From an optimization exercise on the open Yosys and OpenROAD flow, aimed at small area, a short achievable clock period and few clock cycles per item; shortcuts taken in it are not production practice.
Only simulation tests tie the RTL to the original design; equivalence was not proved.

## flow/design.v (module list and top-level ports; edited modules follow where they fit)
// module phase_lut: 4985 lines
// module cordicManager: 240 lines
// module pfx_add: 25 lines
module cordicManager (
  input           clk_i,
  input           nrst_i,
  input   [23:0]  freq_i,
  input           theta_iteration_valid_i,
  input   [11:0]  theta_iteration_i,
  output          dt_Ticks_valid_o,
  output          next_dt_Ticks_o,
  output  [15:0]  dt_Ticks_o
);
  // ...
==> flow/run.sh <==
#!/bin/bash
# synth_recipe.tcl (not shown) runs the flow's synth.tcl, then flattens the netlist and writes it again
# the make line also repeats each setting of config.mk as NAME=value (left out here)
make -C /OpenROAD-flow-scripts/flow DESIGN_CONFIG=/design/flow/config.mk WORK_HOME=/design/flow/orfs CLKGATE_MAP_FILE= SYNTH_SCRIPT=/design/flow/synth_recipe.tcl finish
==> flow/config.mk <==
export PLATFORM = sky130hd
export DESIGN_NAME = cordicManager
export DESIGN_NICKNAME = cordicManager
export VERILOG_FILES = /design/flow/design.v
export SDC_FILE = /design/flow/constraint.sdc
export NUM_CORES = 4
export LEC_CHECK = 0
export ABC_AREA = 1
export CAP_MARGIN = 20
export CORE_MARGIN = 2
export CORE_UTILIZATION = 50
export SETUP_SLACK_MARGIN = 2.5
export SLEW_MARGIN = 20
export SYNTH_MEMORY_MAX_BITS = 65536
==> flow/constraint.sdc <==
create_clock -name core_clock -period 8.0 [get_ports {clk_i}]
set_input_delay 1.6000 -clock core_clock [delete_from_list [all_inputs] [get_ports {clk_i}]]
set_output_delay 1.6000 -clock core_clock [all_outputs]
set_load 0.01 [all_outputs]
==> run_results.csv, run 1 <==
group,metric,value,unit
synth,synth-xor-area-share,0.04671,
floorplan,rows,72,
synth,synth_top_family_by_area,"simple AND/OR/NAND/NOR gates",
drt,route.met2.wl,40090,microns
global_route,grt_max_degree,63,
global_route,met3_usage,0.09740,
status,status,"finished clean",
setup_path,critPathCaptureType,"register",
cts,clockRootBuffer,"clkbuf_16",
synth,synth_top_area_cell,"dfxtp_1",
timing,hold_ws,0.5182,ns
synth,ys_seq_elements,163,
synth,synth_compound_area_frac,0.2219,
finish,inverters_excl_clock,540,
cts,cts_hold_buf,0,
setup_path,ff2ff_setup_slack,2.44,ns
floorplan,fp.coreArea,38470,sq um
global_route,use_met1,0.4776,
timing,finalSetupViolCount,0,
finish,area.sequential,3309,sq um
synth,synth.most_common_cell,"nand2_1",
timing,max_freq,180.0,MHz
drt,wl_met3,9592,microns
floorplan,num_io_pins,57,
synth,syn_inst,3073,
min_path,hold_path_end,"cnt_r[2]",
timing,layout_setup_ws,2.445,ns
cts,numCtsBuffers,17,
floorplan,start_util,0.5048,
floorplan,dieWidth,201.1,microns
finish,stdcell_area,21970,sq um
setup_path,path_buf_inv,1,
finish,diodes,2,
finish,largest_class,"multi-input gates",
placement,io_buffers,49,
global_route,use_met2,0.6815,
drt,viasPerCell,6.420,
Testbench counts, summed over its fixed seeds: cycles 5,624, items 512.
==> run 2: changes to the inputs <==
--- a/flow/config.mk
+++ b/flow/config.mk
@@ -8,7 +8,7 @@
 export ABC_AREA = 1
 export CAP_MARGIN = 20
 export CORE_MARGIN = 2
-export CORE_UTILIZATION = 50
+export CORE_UTILIZATION = 40
 export SETUP_SLACK_MARGIN = 2.5
 export SLEW_MARGIN = 20
 export SYNTH_MEMORY_MAX_BITS = 65536
==> run_results.csv, run 2 <==
group,metric,value,unit
status,status,"finished clean",
timing,layout_setup_ws,2.591,ns
finish,drive_above_1_share,0.1035,
synth,synthesis.area,19420,sq um
timing,fin_setup_tns,0,ns
finish,nFillCells,5019,
setup_path,crit_arrival,5.72,ns
finish,syn_to_final_growth,15.03,%
global_route,grt-ovfl-total,0,
finish,largest_reg_flops,25,
synth,netlist_top_cells_count,"nand2_1 (623), inv_1 (500), nor2_1 (325)",
min_path,hp-class,"reg2reg",
timing,fin_crit,5.409,ns
setup_path,critPathMaxFanout,33,
timing,hold_viol,0,
synth,synth_top_area_frac,0.1608,
finish,reg.largest.list,"ws_r x25, wc_r x24, db_r x19",
drt,drtIter0Drc,2410,
floorplan,die_y,224.3,microns
floorplan,fp.coreArea,47850,sq um
global_route,antenna_found_initial,4,
finish,layout_commonest_cell,"nand2_1",
cts,cts_buffer_depth,2,
setup_path,crit_required,8.32,ns
drt,route.met2.wl,39600,microns
drt,wl_met1,33920,microns
floorplan,dieArea,50320,sq um
cts,clock-sinks,163,
timing,finalSetupViolCount,0,
timing,hold_ws,0.5175,ns
synth,ys.flop_type,"dfxtp_1",
cts,cts_tree,"built",
drt,num_vias,22110,
global_route,grt_pass1_wl,127500,microns
timing,rsz0062_at_grt,"true",
drt,wl_per_cell,22.78,microns
drt,first_pass_iters,6,
synth,ys_seq_elements,163,
placement,hpwl,67250,microns
drt,post-route-drc-count,0,
placement,gp_congestion,1.084,
cts,numCtsBuffers,17,
setup_path,crit_chain,"clkdlybuf4s50_1, buf_4, ha_1, clkinv_1, buf_4, nor2_1, inv_1, nand2_1, nor2_1, nor3_1, o21ai_0, a21oi_1",
setup_path,setup.worst_path.start_class,"input port",
global_route,grt_pass1_vias,21360,
setup_path,crit_family,"buffers and inverters",
drt,wirelength,85970,microns
global_route,grt_max_degree,63,
floorplan,num_io_pins,57,
synth,yosysSeqAreaShare,0.1698,
drt,wl_met3,6630,microns
floorplan,dieWidth,224.3,microns
synth,syn_inst,3073,
synth,synth_edf_count,0,
timing,worst_pin_slew,1.038,ns
synth,yosysWarnings,5,
synth,synth.most_common_cell,"nand2_1",
synth,async_flop_share,0.04294,
cts,clk_latency,0.47,ns
setup_path,crit_path_top_delay_cell,"clkdlybuf4s50_1",
finish,nNetsFinal,3404,
flow_run,maxCapViolations,0,
floorplan,start_util,0.4059,
timing,slew_headroom,0.2992,
synth,synth_area_leaders,"dfxtp_1 (16%), nand2_1 (12%), ha_1 (9.7%), inv_1 (9.7%), fa_1 (7.2%)",
setup_path,path_buf_inv,5,
cts,path_clk_slew,0.06,ns
finish,top_register,"ws_r",
timing,skew,0.01435,ns
placement,io_buffers,49,
synth,avgSynthCellArea,6.319,sq um
drt,viasPerCell,5.859,
timing,max_freq,184.9,MHz
drt,antenna_left,0,
cts,h-tree-depth,4,
timing,fin_crit_sh,0.6761,
finish,layout_common_cells,"nand2_1 (605), inv_1 (495), nor2_1 (313), o21ai_0 (231), a21oi_1 (178)",
global_route,track_usage,0.3367,
synth,syn_nets,3332,
setup_path,cpPeakStageDelay,0.65,ns
cts,clockRootBuffer,"clkbuf_16",
setup_path,critPathCaptureType,"register",
synth,synth_cell_type_count,71,
timing,drv_slew,0,
placement,pre_cts_ws,1.940,ns
setup_path,critical_path_class,"in2reg",
floorplan,rows,80,
drt,top_layer_used,"met5",
synth,synth_top_area_cell,"dfxtp_1",
## run 2: path summary, 6_finish.rpt
path,start,end,slack (ns),cells after the start
max,theta_iteration_i[3],slope_r[1],2.59,12
min,cnt_r[2],cnt_r[2],0.52,1
max reg2reg,ws_r[16],dt_r[15],2.73,35
min reg2reg,cnt_r[2],cnt_r[2],0.52,1
max in group asynchronous,nrst_i,cnt_r[1],6.38,1
min in group asynchronous,nrst_i,vo_r,1.39,1
## run 2: cell families after synthesis
group / share of synthesized area
flip-flops: 0.1698
adder cells (fa/ha/maj): 0.1688
AND/OR/NAND/NOR: 0.2715
buffers and inverters: 0.1213
XOR/XNOR: 0.04671
AO/OA/AOI/OAI: 0.2219
## run 2: metrics by stage
step           utilization  instances  cell area, sq um
5_1_grt             0.4668       3773             22330
3_5_place_dp        0.4346       3712             20790
4_1_cts             0.4485       3747             21460
3_3_place_gp        0.4346       3712             20790
6_report            0.4668       3774             22340
2_1_floorplan            -       3073             19420
## run 2: per-layer routing
metal,up-vias,GRT usage
met4,4,0.1985
met1,10400,0.4047
met2,1097,0.5583
met3,316,0.06702
li1,10300,-
met5,-,0
## run 2: area by class of cell
cell class	count	area (sq um)	area share
multi-input cells	2289	14510	0.6497
flip-flops and latches	163	3312	0.1483
inverters	540	2029	0.09086
repair buffers	134	1141	0.05109
well taps	615	769.5	0.03445
clock buffers	19	442.9	0.01983
clock inverters	13	126.4	0.005658
diodes	1	2.502	0.0001120
## run 2: timing repair
item | in CTS | in global routing
hold buffers | 0 | 0
endpoints found under the setup margin | 4 | 35
setup buffers | 3 | 26
gates cloned | 0 | 0
pin swaps | 4 | 42
gates resized for setup | 18 | 154
==> run 3: changes to the inputs <==
--- a/flow/config.mk
+++ b/flow/config.mk
@@ -9,6 +9,6 @@
 export CAP_MARGIN = 20
 export CORE_MARGIN = 2
 export CORE_UTILIZATION = 40
-export SETUP_SLACK_MARGIN = 2.5
+export SETUP_SLACK_MARGIN = 3
 export SLEW_MARGIN = 20
 export SYNTH_MEMORY_MAX_BITS = 65536
==> run_results.csv, run 3 <==
group,metric,value,unit
finish,nNetsFinal,3476,
synth,syn_inst,3073,
cts,clock-sinks,163,
synth,ys.flop_type,"dfxtp_1",
finish,layout_commonest_cell,"nand2_1",
status,status,"finished clean",
cts,path_clk_slew,0.07,ns
floorplan,num_io_pins,57,
synth,yosysWarnings,5,
synth,synth_edf_count,0,
placement,pre_cts_ws,1.940,ns
global_route,grt-ovfl-total,0,
floorplan,start_util,0.4059,
drt,antenna_left,0,
cts,h-tree-depth,4,
floorplan,fp.coreArea,47850,sq um
timing,finalSetupViolCount,0,
synth,yosysSeqAreaShare,0.1698,
global_route,grt_pass1_vias,21740,
synth,synth_top_area_cell,"dfxtp_1",
timing,fin_crit_sh,0.6429,
global_route,grt_max_degree,63,
floorplan,die_y,224.3,microns
drt,num_vias,22700,
setup_path,cpPeakStageDelay,0.41,ns
setup_path,crit_required,8.40,ns
placement,hpwl,67250,microns
min_path,hp-class,"reg2reg",
drt,first_pass_iters,6,
finish,syn_to_final_growth,23.58,%
synth,syn_nets,3332,
timing,skew,0.01227,ns
flow_run,maxCapViolations,0,
drt,post-route-drc-count,0,
finish,largest_reg_flops,25,
synth,synth_cell_type_count,71,
synth,synth.most_common_cell,"nand2_1",
cts,cts_tree,"built",
synth,async_flop_share,0.04294,
setup_path,critPathMaxFanout,6,
cts,cts_buffer_depth,2,
cts,clk_latency,0.47,ns
cts,clockRootBuffer,"clkbuf_16",
synth,synth_top_area_frac,0.1608,
timing,max_freq,194.4,MHz
finish,top_register,"ws_r",
placement,gp_congestion,1.084,
drt,wirelength,88610,microns
setup_path,crit_path_top_delay_cell,"ha_2",
timing,slew_headroom,0.3058,
cts,numCtsBuffers,17,
drt,wl_per_cell,23.04,microns
timing,rsz0062_at_grt,"true",
synth,avgSynthCellArea,6.319,sq um
setup_path,crit_arrival,5.54,ns
finish,reg.largest.list,"ws_r x25, wc_r x24, db_r x19",
timing,layout_setup_ws,2.857,ns
finish,layout_common_cells,"nand2_1 (556), inv_1 (475), nor2_1 (297), o21ai_0 (223), a21oi_1 (164)",
timing,hold_viol,0,
global_route,track_usage,0.3421,
global_route,grt_pass1_wl,129800,microns
setup_path,setup.worst_path.start_class,"register",
synth,synthesis.area,19420,sq um
synth,ys_seq_elements,163,
synth,synth_area_leaders,"dfxtp_1 (16%), nand2_1 (12%), ha_1 (9.7%), inv_1 (9.7%), fa_1 (7.2%)",
drt,drtIter0Drc,2235,
placement,io_buffers,49,
timing,fin_setup_tns,0,ns
synth,netlist_top_cells_count,"nand2_1 (623), inv_1 (500), nor2_1 (325)",
drt,viasPerCell,5.901,
floorplan,dieArea,50320,sq um
timing,worst_pin_slew,1.028,ns
setup_path,critPathCaptureType,"register",
timing,fin_crit,5.143,ns
timing,drv_slew,0,
global_route,antenna_found_initial,4,
setup_path,critical_path_class,"reg2reg",
floorplan,dieWidth,224.3,microns
finish,drive_above_1_share,0.1845,
floorplan,rows,80,
[run 3: area by class of cell]
type,instances,area [sq um]
diodes,1,2.502
clock buffers,19,442.9
clock inverters,13,126.4
fillers,4791,23850
inverters,540,2063
multi-input cells,2289,15500
flip-flops and latches,163,3349
well taps,615,769.5
repair buffers,204,1729
repair inverters,2,12.51
[run 3: worst paths after layout]
path / start / end / slack, ns / depth (start not counted)
hold reg to reg: cnt_r[2] / cnt_r[2] / 0.52 / 1
min in group asynchronous: nrst_i / vo_r / 1.39 / 1
setup / recovery: qd_r[4] / dt_r[14] / 2.86 / 34
setup reg to reg: qd_r[4] / dt_r[14] / 2.86 / 34
hold / removal: cnt_r[2] / cnt_r[2] / 0.52 / 1
max in group asynchronous: nrst_i / cnt_r[1] / 6.38 / 1
[run 3: repair_timing]
item / CTS / global route
gates cloned: 0 / 2
setup endpoints to repair: 36 / 74
resized for setup: 160 / 285
pin swaps: 48 / 114
buffers inserted: 40 / 59
hold buffers: 0 / 0
[run 3: logic make-up after synthesis]
kind of cell | share of synthesized area
AOI/OAI and AO/OA | 0.2219
xor gates and xnor gates | 0.04671
adders and majority gates | 0.1688
buffers and inverters | 0.1213
DFF | 0.1698
and+or+nand+nor | 0.2715
[run 3: critical path, delay by kind of cell, from the launching register on]
| kind | cells | cell delay [ns] |
|---|---|---|
| fa+ha+maj | 3 | 0.96 |
| xor+xnor | 2 | 0.41 |
| buf+inv | 6 | 0.66 |
| simple gates | 12 | 1.02 |
| compound gates | 11 | 1.62 |
| flops | 1 | 0.39 |
[run 3: stage by stage]
step	utilization	hold slack [ns]	cell area, sq um	std cells
global placement	0.4346	0.4971	20790	3712
finish	0.5016	0.5172	24000	3846
global route	0.5015	0.5777	24000	3845
floorplan	-	0.4738	19420	3073
CTS	0.4684	0.5136	22410	3784
detailed placement	0.4346	0.5012	20790	3712
[run 3: routing by layer]
metal  vias to the layer above  global-route usage  wire length [microns]  part of all wire
met1                     10740              0.4082                  34260              0.39
met5                         -                   0                     78           0.00088
met3                       355             0.06754                   7186             0.081
met4                         6              0.2004                   5898             0.067
met2                      1179              0.5722                  41190              0.46
li1                      10420                   -                      -                 -
==> run 4: changes to the inputs <==
--- a/flow/config.mk
+++ b/flow/config.mk
@@ -9,6 +9,6 @@
 export CAP_MARGIN = 20
 export CORE_MARGIN = 2
 export CORE_UTILIZATION = 40
-export SETUP_SLACK_MARGIN = 3
+export SETUP_SLACK_MARGIN = 1.5
 export SLEW_MARGIN = 20
 export SYNTH_MEMORY_MAX_BITS = 65536
==> run_results.csv, run 4 <==
group,metric,value,unit
setup_path,crit_top_cell,"nand2_1",
synth,netlist_top_cells_count,"nand2_1 (623), inv_1 (500), nor2_1 (325)",
drt,wirelength,84760,microns
synth,ys.flop_type,"dfxtp_1",
cts,cts_tree,"built",
timing,finalSetupViolCount,0,
synth,synthesis.area,19420,sq um
cts,h-tree-depth,4,
synth,ys_seq_elements,163,
placement,hpwl,67250,microns
synth,synth_area_leaders,"dfxtp_1 (16%), nand2_1 (12%), ha_1 (9.7%), inv_1 (9.7%), fa_1 (7.2%)",
cts,numCtsBuffers,17,
timing,fin_setup_tns,0,ns
setup_path,crit_required,8.35,ns
global_route,grt_max_degree,63,
synth,synth_top_area_cell,"dfxtp_1",
setup_path,crit_path_top_delay_cell,"fa_1",
finish,nNetsFinal,3375,
synth,synth_cell_type_count,71,
setup_path,worstReg2RegEnd,"dt_r[15]",
cts,cts_setup_buffers,0,
cts,clock-sinks,163,
synth,async_flop_share,0.04294,
finish,layout_common_cells,"nand2_1 (622), inv_1 (499), nor2_1 (323), o21ai_0 (239), a21oi_1 (199)",
timing,slew_headroom,0.2897,
drt,drtIter0Drc,2497,
floorplan,die_y,224.3,microns
floorplan,dieArea,50320,sq um
min_path,worstHoldStart,"cnt_r[2]",
setup_path,ff2ff_setup_slack,2.15,ns
timing,drv_slew,0,
floorplan,dieWidth,224.3,microns
synth,syn_nets,3332,
finish,top_register,"ws_r",
placement,io_buffers,49,
timing,fin_crit,5.852,ns
drt,wl_per_cell,22.63,microns
drt,post-route-drc-count,0,
cts,clk_latency,0.47,ns
synth,synth_edf_count,0,
timing,max_freq,170.9,MHz
drt,num_vias,21980,
floorplan,rows,80,
setup_path,setup.worst_path.start_class,"register",
synth,yosysWarnings,5,
timing,layout_setup_ws,2.148,ns
setup_path,crit_path_start,"qd_r[3]",
timing,hold_ws,0.5172,ns
floorplan,start_util,0.4059,
synth,synth.most_common_cell,"nand2_1",
cts,clockRootBuffer,"clkbuf_16",
global_route,antenna_found_initial,4,
floorplan,fp.coreArea,47850,sq um
cts,path_clk_slew,0.06,ns
setup_path,critPathMaxFanout,6,
timing,skew,0.01199,ns
finish,syn_to_final_growth,10.11,%
global_route,grt_pass1_wl,127100,microns
global_route,grt-ovfl-total,0,
finish,nFillCells,5101,
setup_path,cp-endpoint,"dt_r[15]",
setup_path,r2r-start,"qd_r[3]",
setup_path,critical_path_class,"reg2reg",
timing,rsz0062_at_grt,"false",
setup_path,rr_worst_depth,30,
finish,layout_commonest_cell,"nand2_1",
timing,fin_crit_sh,0.7315,
floorplan,num_io_pins,57,
min_path,hp-class,"reg2reg",
finish,drive_above_1_share,0.05657,
synth,syn_inst,3073,
finish,reg.largest.list,"ws_r x25, wc_r x24, db_r x19",
flow_run,maxCapViolations,0,
placement,pre_cts_ws,1.940,ns
drt,first_pass_iters,9,
timing,worst_pin_slew,1.052,ns
finish,largest_reg_flops,25,
global_route,track_usage,0.3358,
synth,avgSynthCellArea,6.319,sq um
drt,viasPerCell,5.866,
cts,cts_buffer_depth,2,
drt,antenna_left,0,
status,status,"finished clean",
setup_path,cpPeakStageDelay,0.48,ns
placement,gp_congestion,1.084,
synth,synth_top_area_frac,0.1608,
synth,yosysSeqAreaShare,0.1698,
timing,hold_viol,0,
setup_path,critPathCaptureType,"register",
setup_path,crit_arrival,6.20,ns
global_route,grt_pass1_vias,21290,
[run 4: cell counts after synthesis]
No cell type changed its count.
[run 4: worst min-delay path by stage]
stage                    end  slack (ns)  cells past startpoint
detailed placement  cnt_r[2]        0.50                      1
finish              cnt_r[2]        0.52                      1
global route         qa_r[0]        0.57                      2
floorplan            qa_r[2]        0.47                      2
global placement    cnt_r[2]        0.50                      1
CTS                 cnt_r[2]        0.51                      1
[run 4: critical path, delay by kind of cell (launching register included)]
family | cells | cell delay, ns
AOI/OAI and AO/OA | 14 | 2.54
and+or+nand+nor | 9 | 0.99
buffers and inverters | 2 | 0.19
DFF | 1 | 0.31
adders and majority gates | 3 | 1.07
xor gates and xnor gates | 2 | 0.65
[run 4: through the flow]
step                      instances  cell area, sq um    util
after global routing           3744             21380  0.4468
after global placement         3712             20790  0.4346
after detailed placement       3712             20790  0.4346
final                          3746             21380  0.4469
after floorplan                3073             19420       -
after CTS                      3744             21360  0.4465
[run 4: timing repair]
item / 4_1_cts / 5_1_grt
resized for setup: 0 / 3
endpoints found under the setup margin: 0 / 2
hold buffers: 0 / 0
[run 4: area by class of cell]
cell class	count	area, sq um	share of cell area
multi-input cells	2289	13790	0.6447
flip-flops and latches	163	3299	0.1543
inverters	540	2029	0.09491
repair buffers	105	923.4	0.04319
well taps	615	769.5	0.03599
clock buffers	19	442.9	0.02072
clock inverters	13	126.4	0.005910
diodes	2	5.005	0.0002341
[run 4: logic make-up after synthesis]
kind of cell	Yosys count	synth area share
buffers and inverters	621	0.1213
adder cells (fa/ha/maj)	220	0.1688
XOR/XNOR	98	0.04671
AO/OA/AOI/OAI	720	0.2219
flip-flops	163	0.1698
AND/OR/NAND/NOR	1251	0.2715
[run 4: layer usage]
layer	wire length [microns]	global-route usage	share of wire
met5	60	0	0.00071
met4	5737	0.1985	0.068
met3	7035	0.06702	0.083
met2	38680	0.5560	0.46
met1	33250	0.4039	0.39
==> run 5: changes to the inputs <==
--- a/flow/config.mk
+++ b/flow/config.mk
@@ -9,6 +9,6 @@
 export CAP_MARGIN = 20
 export CORE_MARGIN = 2
 export CORE_UTILIZATION = 40
-export SETUP_SLACK_MARGIN = 1.5
+export SETUP_SLACK_MARGIN = 2
 export SLEW_MARGIN = 20
 export SYNTH_MEMORY_MAX_BITS = 65536
==> run_results.csv, run 5 <==
group,metric,value,unit
status,status,"finished clean",
floorplan,die_y,224.3,microns
synth,synth_top_area_frac,0.1608,
timing,fin_crit_sh,0.6837,
synth,yosysWarnings,5,
timing,layout_setup_ws,2.531,ns
global_route,grt_pass1_wl,127100,microns
global_route,track_usage,0.3358,
cts,clock-sinks,163,
setup_path,setup.worst_path.start_class,"register",
placement,pre_cts_ws,1.940,ns
flow_run,maxCapViolations,0,
synth,syn_nets,3332,
setup_path,ff2ff_setup_slack,2.53,ns
global_route,grt_max_degree,63,
drt,wl_per_cell,22.73,microns
finish,nFillCells,5080,
synth,synthesis.area,19420,sq um
setup_path,r2r-start,"wc_r[0]",
synth,synth.most_common_cell,"nand2_1",
synth,synth_edf_count,0,
timing,slew_headroom,0.2867,
setup_path,crit_top_cell,"nand2_1",
finish,syn_to_final_growth,11.07,%
synth,yosysSeqAreaShare,0.1698,
setup_path,cpPeakStageDelay,0.40,ns
timing,drv_slew,0,
setup_path,critPathMaxFanout,4,
floorplan,rows,80,
drt,viasPerCell,5.856,
drt,drtIter0Drc,2430,
synth,synth_cell_type_count,71,
floorplan,dieArea,50320,sq um
finish,top_register,"ws_r",
cts,cts_tree,"built",
synth,avgSynthCellArea,6.319,sq um
drt,num_vias,21950,
synth,ys_seq_elements,163,
setup_path,crit_required,8.35,ns
finish,drive_above_1_share,0.06447,
placement,gp_congestion,1.084,
timing,fin_crit,5.469,ns
floorplan,fp.coreArea,47850,sq um
setup_path,worstReg2RegEnd,"dt_r[15]",
placement,io_buffers,49,
cts,numCtsBuffers,17,
timing,max_freq,182.8,MHz
setup_path,crit_path_top_delay_cell,"dfxtp_1",
min_path,min_path_cells,1,
drt,wirelength,85200,microns
cts,path_clk_slew,0.07,ns
placement,hpwl,67250,microns
min_path,hold_path_end,"cnt_r[2]",
drt,antenna_left,0,
setup_path,rr_worst_depth,37,
finish,diodes,0,
drt,first_pass_iters,6,
setup_path,crit_arrival,5.82,ns
finish,nNetsFinal,3379,
synth,syn_inst,3073,
cts,h-tree-depth,4,
cts,clk_latency,0.47,ns
setup_path,critPathCaptureType,"register",
finish,layout_commonest_cell,"nand2_1",
finish,largest_reg_flops,25,
synth,netlist_top_cells_count,"nand2_1 (623), inv_1 (500), nor2_1 (325)",
setup_path,critical_path_class,"reg2reg",
timing,skew,0.01217,ns
cts,clockRootBuffer,"clkbuf_16",
timing,worst_pin_slew,1.056,ns
synth,synth_area_leaders,"dfxtp_1 (16%), nand2_1 (12%), ha_1 (9.7%), inv_1 (9.7%), fa_1 (7.2%)",
timing,finalSetupViolCount,0,
drt,post-route-drc-count,0,
global_route,grt-ovfl-total,0,
floorplan,dieWidth,224.3,microns
finish,reg.largest.list,"ws_r x25, wc_r x24, db_r x19",
synth,ys.flop_type,"dfxtp_1",
finish,layout_common_cells,"nand2_1 (620), inv_1 (499), nor2_1 (321), o21ai_0 (235), a21oi_1 (195)",
timing,fin_setup_tns,0,ns
synth,async_flop_share,0.04294,
cts,cts_buffer_depth,2,
min_path,worstHoldStart,"cnt_r[2]",
timing,rsz0062_at_grt,"false",
cts,cts_hold_buf,0,
min_path,hp-class,"reg2reg",
synth,synth_top_area_cell,"dfxtp_1",
floorplan,start_util,0.4059,
global_route,grt_pass1_vias,21270,
floorplan,num_io_pins,57,
timing,hold_viol,0,
global_route,antenna_found_initial,4,
==> run 5: cell counts after synthesis <==
No cell type changed its count.
==> run 5: worst max-delay path: cells and delay by family (launching register included) <==
kind | cells | cell delay (ns)
xor gates and xnor gates | 2 | 0.49
and+or+nand+nor | 15 | 1.48
adders and majority gates | 3 | 0.76
AOI/OAI and AO/OA | 14 | 1.90
buffers and inverters | 3 | 0.29
DFF | 1 | 0.40
==> run 5: logic make-up (layout without fill, tap and decap cells) <==
family	after synthesis	in the layout	share of synthesized area
and+or+nand+nor	1251	1251	0.2715
buffers and inverters	621	681	0.1213
DFF	163	163	0.1698
xor gates and xnor gates	98	98	0.04671
adders and majority gates	220	220	0.1688
AOI/OAI and AO/OA	720	720	0.2219
==> run 5: how the worst max path moves through the flow <==
stage | startpoint | end | slack, ns | cells past startpoint
after floorplan | qd_r[4] | dt_r[15] | 3.02 | 34
after detailed placement | qd_r[4] | dt_r[15] | 1.94 | 34
after global placement | qd_r[4] | dt_r[15] | 2.09 | 29
after CTS | qd_r[3] | dt_r[15] | 2.12 | 35
after global routing | ws_r[9] | dt_r[15] | 1.95 | 34
final | wc_r[0] | dt_r[15] | 2.53 | 37
==> run 5: per-layer routing <==
layer | GRT usage | vias to the layer above | part of all wire
met2 | 0.5550 | 1131 | 0.46
met5 | 0 | - | 0.0011
met1 | 0.4047 | 10250 | 0.39
met4 | 0.1985 | 8 | 0.067
met3 | 0.06702 | 318 | 0.083
li1 | - | 10240 | -
==> run 5: metrics by stage <==
stage	std cells	utilization	hold WS (ns)	cell area, sq um
after floorplan	3073	-	0.4738	19420
after global placement	3712	0.4346	0.4971	20790
after detailed placement	3712	0.4346	0.5012	20790
after CTS	3744	0.4465	0.5136	21370
after global routing	3748	0.4508	0.5658	21570
final	3748	0.4508	0.5175	21570
==> run 5: layout make-up <==
cell class	instances	area, sq um	share of cell area
sequential	163	3302	0.1531
clock inverter	13	126.4	0.005859
multi-input combinational	2289	13940	0.6465
timing repair buffer	109	953.4	0.04420
tap	615	769.5	0.03568
clock buffer	19	442.9	0.02054
inverter	540	2029	0.09409
==> run 5: what timing repair did <==
item,4_1_cts,5_1_grt
pin swaps,0,5
gates cloned,0,0
gates resized for setup,1,37
setup buffers,0,4
setup endpoints to repair,1,3
==> run 6: changes to the inputs <==
--- a/flow/config.mk
+++ b/flow/config.mk
@@ -6,9 +6,9 @@
 export NUM_CORES = 4
 export LEC_CHECK = 0
 export ABC_AREA = 1
-export CAP_MARGIN = 20
+export CAP_MARGIN = 0
 export CORE_MARGIN = 2
 export CORE_UTILIZATION = 40
 export SETUP_SLACK_MARGIN = 2
-export SLEW_MARGIN = 20
+export SLEW_MARGIN = 0
 export SYNTH_MEMORY_MAX_BITS = 65536
==> run_results.csv, run 6 <==
group,metric,value,unit
setup_path,critical_path_class,"reg2reg",
global_route,grt_max_degree,63,
status,status,"finished clean",
synth,yosysSeqAreaShare,0.1698,
setup_path,setup.worst_path.start_class,"register",
timing,hold_ws,0.5175,ns
synth,syn_inst,3073,
min_path,hold_path_end,"cnt_r[2]",
min_path,hp-class,"reg2reg",
setup_path,cpPeakStageDelay,0.40,ns
synth,ys.flop_type,"dfxtp_1",
placement,hpwl,67250,microns
timing,hold_viol,0,
drt,first_pass_iters,6,
drt,drtIter0Drc,2430,
synth,avgSynthCellArea,6.319,sq um
synth,synth_top_area_frac,0.1608,
cts,h-tree-depth,4,
setup_path,crit_path_top_delay_cell,"dfxtp_1",
timing,drv_slew,0,
placement,dp.cells,3712,
min_path,min_path_cells,1,
synth,netlist_top_cells_count,"nand2_1 (623), inv_1 (500), nor2_1 (325)",
drt,wl_per_cell,22.73,microns
setup_path,worstReg2RegEnd,"dt_r[15]",
drt,num_vias,21950,
min_path,worstHoldStart,"cnt_r[2]",
cts,path_clk_slew,0.07,ns
finish,nNetsFinal,3379,
floorplan,fp.coreArea,47850,sq um
cts,clock-sinks,163,
setup_path,ff2ff_setup_slack,2.53,ns
floorplan,dieWidth,224.3,microns
timing,rsz0062_at_grt,"false",
cts,numCtsBuffers,17,
placement,pre_cts_ws,1.940,ns
timing,fin_crit_sh,0.6837,
synth,ys_seq_elements,163,
global_route,antenna_found_initial,4,
global_route,grt_pass1_vias,21270,
floorplan,num_io_pins,57,
global_route,grt-ovfl-total,0,
synth,synth.most_common_cell,"nand2_1",
timing,finalSetupViolCount,0,
flow_run,maxCapViolations,0,
finish,reg.largest.list,"ws_r x25, wc_r x24, db_r x19",
floorplan,rows,80,
global_route,grt_pass1_wl,127100,microns
timing,fin_setup_tns,0,ns
timing,layout_setup_ws,2.531,ns
setup_path,rr_worst_depth,37,
floorplan,start_util,0.4059,
setup_path,r2r-start,"wc_r[0]",
global_route,track_usage,0.3358,
drt,viasPerCell,5.856,
floorplan,die_y,224.3,microns
finish,stdcell_area,21570,sq um
finish,stdcell_count,3748,
setup_path,crit_arrival,5.82,ns
timing,worst_pin_slew,1.056,ns
cts,clk_latency,0.47,ns
synth,synth_edf_count,0,
floorplan,dieArea,50320,sq um
timing,slew_headroom,0.2867,
finish,top_register,"ws_r",
finish,diodes,0,
cts,cts_buffer_depth,2,
synth,synth_cell_type_count,71,
drt,wirelength,85200,microns
synth,synthesis.area,19420,sq um
finish,drive_above_1_share,0.06447,
synth,synth_top_area_cell,"dfxtp_1",
placement,gp_congestion,1.084,
setup_path,critPathMaxFanout,4,
synth,async_flop_share,0.04294,
drt,post-route-drc-count,0,
synth,synth_area_leaders,"dfxtp_1 (16%), nand2_1 (12%), ha_1 (9.7%), inv_1 (9.7%), fa_1 (7.2%)",
synth,syn_nets,3332,
finish,largest_reg_flops,25,
synth,yosysWarnings,5,
timing,max_freq,182.8,MHz
setup_path,crit_required,8.35,ns
placement,placed_area,20790,sq um
timing,skew,0.01217,ns
setup_path,crit_top_cell,"nand2_1",
setup_path,critPathCaptureType,"register",
finish,layout_commonest_cell,"nand2_1",
cts,clockRootBuffer,"clkbuf_16",
finish,syn_to_final_growth,11.07,%
timing,fin_crit,5.469,ns
placement,io_buffers,49,
finish,post-route-util,0.4508,
cts,cts_tree,"built",
finish,layout_common_cells,"nand2_1 (620), inv_1 (499), nor2_1 (321), o21ai_0 (235), a21oi_1 (195)",
drt,antenna_left,0,
==> run 6: cell counts after synthesis <==
No cell type changed its count.
==> run 6: worst max-delay path by stage <==
stage                to     from
2_1_floorplan  dt_r[15]  qd_r[4]
3_3_place_gp   dt_r[15]  qd_r[4]
3_5_place_dp   dt_r[15]  qd_r[4]
4_1_cts        dt_r[15]  qd_r[3]
5_1_grt        dt_r[15]  ws_r[9]
6_report       dt_r[15]  wc_r[0]
==> run 6: layer usage <==
layer	track usage	vias to the layer above	wire length [microns]
met5	0	-	93
met4	0.1985	8	5697
met3	0.06702	318	7101
met2	0.5550	1131	39070
li1	-	10240	-
met1	0.4047	10250	33240
==> run 6: cell families after synthesis <==
family | share of synthesized area
xor+xnor | 0.04671
flops | 0.1698
fa+ha+maj | 0.1688
compound gates | 0.2219
simple gates | 0.2715
buf+inv | 0.1213
==> run 6: what timing repair did <==
action / 4_1_cts / 5_1_grt
setup buffers: 0 / 4
gates resized for setup: 1 / 37
setup endpoints to repair: 1 / 3
pin swaps: 0 / 5
hold buffers: 0 / 0
==> run 6: area by class of cell <==
cell class	instances	area, sq um
inverter	540	2029
tap	615	769.5
timing repair buffer	109	953.4
fill	5080	26280
multi-input combinational	2289	13940
clock inverter	13	126.4
clock buffer	19	442.9
sequential	163	3302
==> run 6: worst max-delay path: cells and delay by family, from the launching register on <==
kind / cells / cell delay [ns]
flops: 1 / 0.40
xor+xnor: 2 / 0.49
simple gates: 15 / 1.48
buf+inv: 3 / 0.29
compound gates: 14 / 1.90
fa+ha+maj: 3 / 0.76
==> run 7: changes to the inputs <==
--- a/flow/config.mk
+++ b/flow/config.mk
@@ -6,9 +6,9 @@
 export NUM_CORES = 4
 export LEC_CHECK = 0
 export ABC_AREA = 1
-export CAP_MARGIN = 0
+export CAP_MARGIN = 20
 export CORE_MARGIN = 2
-export CORE_UTILIZATION = 40
+export CORE_UTILIZATION = 35
 export SETUP_SLACK_MARGIN = 2
-export SLEW_MARGIN = 0
+export SLEW_MARGIN = 20
 export SYNTH_MEMORY_MAX_BITS = 65536
==> run_results.csv, run 7 <==
group,metric,value,unit
cts,clockRootBuffer,"clkbuf_16",
setup_path,crit_required,8.38,ns
synth,ys.flop_type,"dfxtp_1",
cts,path_clk_slew,0.07,ns
floorplan,die_y,239.5,microns
floorplan,dieArea,57380,sq um
finish,layout_commonest_cell,"nand2_1",
timing,drv_slew,0,
synth,synth_edf_count,0,
finish,nNetsFinal,3364,
synth,synth_compound_area_frac,0.2219,
synth,netlist_top_cells_count,"nand2_1 (623), inv_1 (500), nor2_1 (325)",
setup_path,setup.worst_path.start_class,"register",
flow_run,maxCapViolations,0,
timing,skew,0.02330,ns
timing,rsz0062_at_grt,"false",
setup_path,rr_worst_depth,35,
timing,slew_headroom,0.1710,
finish,reg.largest.list,"ws_r x25, wc_r x24, db_r x19",
synth,synth_top_family_by_area,"simple AND/OR/NAND/NOR gates",
synth,synth_cell_type_count,71,
finish,top_register,"ws_r",
setup_path,critPathMaxFanout,4,
synth,syn_nets,3332,
drt,first_pass_iters,7,
synth,synth-simple-area-share,0.2715,
synth,syn_inst,3073,
timing,hold_viol,0,
placement,placed_area,20850,sq um
setup_path,r2r-start,"qd_r[3]",
finish,syn_to_final_growth,10.79,%
cts,cts_tree,"built",
synth,async_flop_share,0.04294,
floorplan,num_io_pins,57,
synth,avgSynthCellArea,6.319,sq um
timing,fin_crit_sh,0.6920,
timing,fin_crit,5.536,ns
drt,wirelength,79410,microns
synth,synthMuxAreaShare,0,
cts,h-tree-depth,4,
drt,wl_per_cell,20.53,microns
placement,hpwl,62700,microns
drt,post-route-drc-count,0,
synth,synth.most_common_cell,"nand2_1",
setup_path,crit_path_start,"qd_r[3]",
floorplan,start_util,0.3532,
synth,synth_area_leaders,"dfxtp_1 (16%), nand2_1 (12%), ha_1 (9.7%), inv_1 (9.7%), fa_1 (7.2%)",
floorplan,rows,86,
synth,yosysSeqAreaShare,0.1698,
global_route,grt_max_degree,61,
setup_path,critPathCaptureType,"register",
placement,io_buffers,49,
synth,synth_top_area_frac,0.1608,
synth,yosysWarnings,5,
synth,synth-xor-area-share,0.04671,
floorplan,dieWidth,239.5,microns
cts,clk_latency,0.46,ns
drt,viasPerCell,5.541,
setup_path,crit_path_top_delay_cell,"fa_1",
global_route,antenna_found_initial,4,
placement,gp_congestion,1.090,
synth,synth_top_area_cell,"dfxtp_1",
drt,num_vias,21430,
finish,stdcell_area,21510,sq um
timing,worst_pin_slew,1.230,ns
setup_path,crit_arrival,5.92,ns
status,status,"finished clean",
cts,clock-sinks,163,
setup_path,critical_path_class,"reg2reg",
cts,cts_buffer_depth,2,
global_route,grt-ovfl-total,0,
finish,drive_above_1_share,0.05548,
drt,antenna_left,0,
finish,layout_common_cells,"nand2_1 (622), inv_1 (499), nor2_1 (323), o21ai_0 (237), a21oi_1 (197)",
timing,fin_setup_tns,0,ns
timing,finalSetupViolCount,0,
setup_path,cp-endpoint,"dt_r[14]",
setup_path,cpPeakStageDelay,0.47,ns
cts,numCtsBuffers,17,
setup_path,ff2ff_setup_slack,2.46,ns
synth,synthAdderAreaFrac,0.1688,
global_route,track_usage,0.2769,
setup_path,crit_top_cell,"nand2_1",
finish,largest_reg_flops,25,
global_route,grt_pass1_wl,121400,microns
floorplan,fp.coreArea,54990,sq um
synth,synthesis.area,19420,sq um
setup_path,worstReg2RegEnd,"dt_r[14]",
drt,drtIter0Drc,2606,
global_route,grt_pass1_vias,20840,
synth,ys_seq_elements,163,
min_path,hp-class,"reg2reg",
timing,max_freq,180.6,MHz
run 7: worst min path at each step:
stage | start | end | slack, ns | depth (start not counted)
after floorplan | qd_r[2] | qa_r[2] | 0.47 | 2
after global placement | cnt_r[2] | cnt_r[2] | 0.50 | 1
after detailed placement | cnt_r[2] | cnt_r[2] | 0.51 | 1
after CTS | cnt_r[2] | cnt_r[2] | 0.53 | 1
after global routing | cnt_r[2] | cnt_r[2] | 0.56 | 1
final | cnt_r[2] | cnt_r[2] | 0.52 | 1
run 7: timing repair:
action,in CTS,in global routing
pin swaps,0,2
endpoints found under the setup margin,2,4
buffers inserted,0,2
hold buffers,0,0
resized for setup,1,17
run 7: layer usage:
metal | vias up | wire length (microns) | global-route usage
met3 | 308 | 6246 | 0.04840
met1 | 9822 | 31810 | 0.3362
met2 | 1101 | 35690 | 0.4547
met5 | - | 27 | 0
li1 | 10200 | - | -
met4 | 4 | 5636 | 0.1716
run 7: layout make-up:
| type | count | area [sq um] |
|---|---|---|
| clock buffer | 20 | 446.7 |
| multi-input combinational | 2289 | 13850 |
| antenna | 2 | 5.005 |
| fill | 6097 | 33470 |
| tap | 748 | 935.9 |
| inverter | 540 | 2029 |
| sequential | 163 | 3302 |
| timing repair buffer | 94 | 828.3 |
| clock inverter | 12 | 112.6 |
run 7: stage by stage:
step | util | setup slack [ns] | std cells | hold slack (ns)
floorplan | - | 3.020 | 3073 | 0.4738
detailed placement | 0.3792 | 1.899 | 3832 | 0.5115
global placement | 0.3792 | 1.799 | 3832 | 0.5031
CTS | 0.3894 | 2.079 | 3864 | 0.5253
global route | 0.3912 | 1.991 | 3866 | 0.5586
finish | 0.3913 | 2.464 | 3868 | 0.5161
run 7: worst max-delay path, delay by kind of cell (launching register included):
family          cells  cell delay (ns)
compound gates     11             1.72
simple gates       18             1.86
buf+inv             1             0.07
xor+xnor            1             0.15
flops               1             0.30
fa+ha+maj           4             1.38
run 7: logic make-up (layout without fill, tap and decap cells):
group / after synthesis / in the layout
flip-flops: 163 / 163
AO/OA/AOI/OAI: 720 / 720
other: 0 / 2
XOR/XNOR: 98 / 98
buffers and inverters: 621 / 666
AND/OR/NAND/NOR: 1251 / 1251
adder cells (fa/ha/maj): 220 / 220

## re-timing with driven ports
Ports are ideal in the flow. The routed layouts listed here were re-timed in OpenROAD.
Step 1, drivers: a clkbuf_16 drives clk_i and a buf_2 each remaining input, both assumed.
Step 2 times the ports against the registers' clock, not the clock port: input delays grow and output delays shrink by t, the midpoint of the rising clock arrivals with the driver on.
Slacks: no drivers / after step 1 / after step 2; pairs: no drivers / after step 1.
run | t (ns) | setup slack, ns | worst register clock-pin slew, ns | worst slew at a driven data input, ns | cell pins on the clock port's net
run 1 | 0.512 | 2.445 / 2.445 / 2.197 | 0.08 / 0.08 | 0.04 | 1
run 2 | 0.520 | 2.591 / 2.617 / 2.098 | 0.07 / 0.07 | 0.06 | 1
run 3 | 0.529 | 2.857 / 2.857 / 2.466 | 0.07 / 0.07 | 0.06 | 1
run 4 | 0.518 | 2.148 / 2.148 / 2.077 | 0.07 / 0.07 | 0.06 | 1
run 5 | 0.520 | 2.531 / 2.531 / 2.107 | 0.07 / 0.07 | 0.06 | 1
run 6 | 0.520 | 2.531 / 2.531 / 2.107 | 0.07 / 0.07 | 0.06 | 1
run 7 | 0.504 | 2.464 / 2.464 / 2.111 | 0.07 / 0.07 | 0.04 | 1
After both steps setup and hold are still met in every run listed. The setup slack of run 2, which loses most, moves by +0.026 ns with the drivers and by -0.493 ns with both steps.
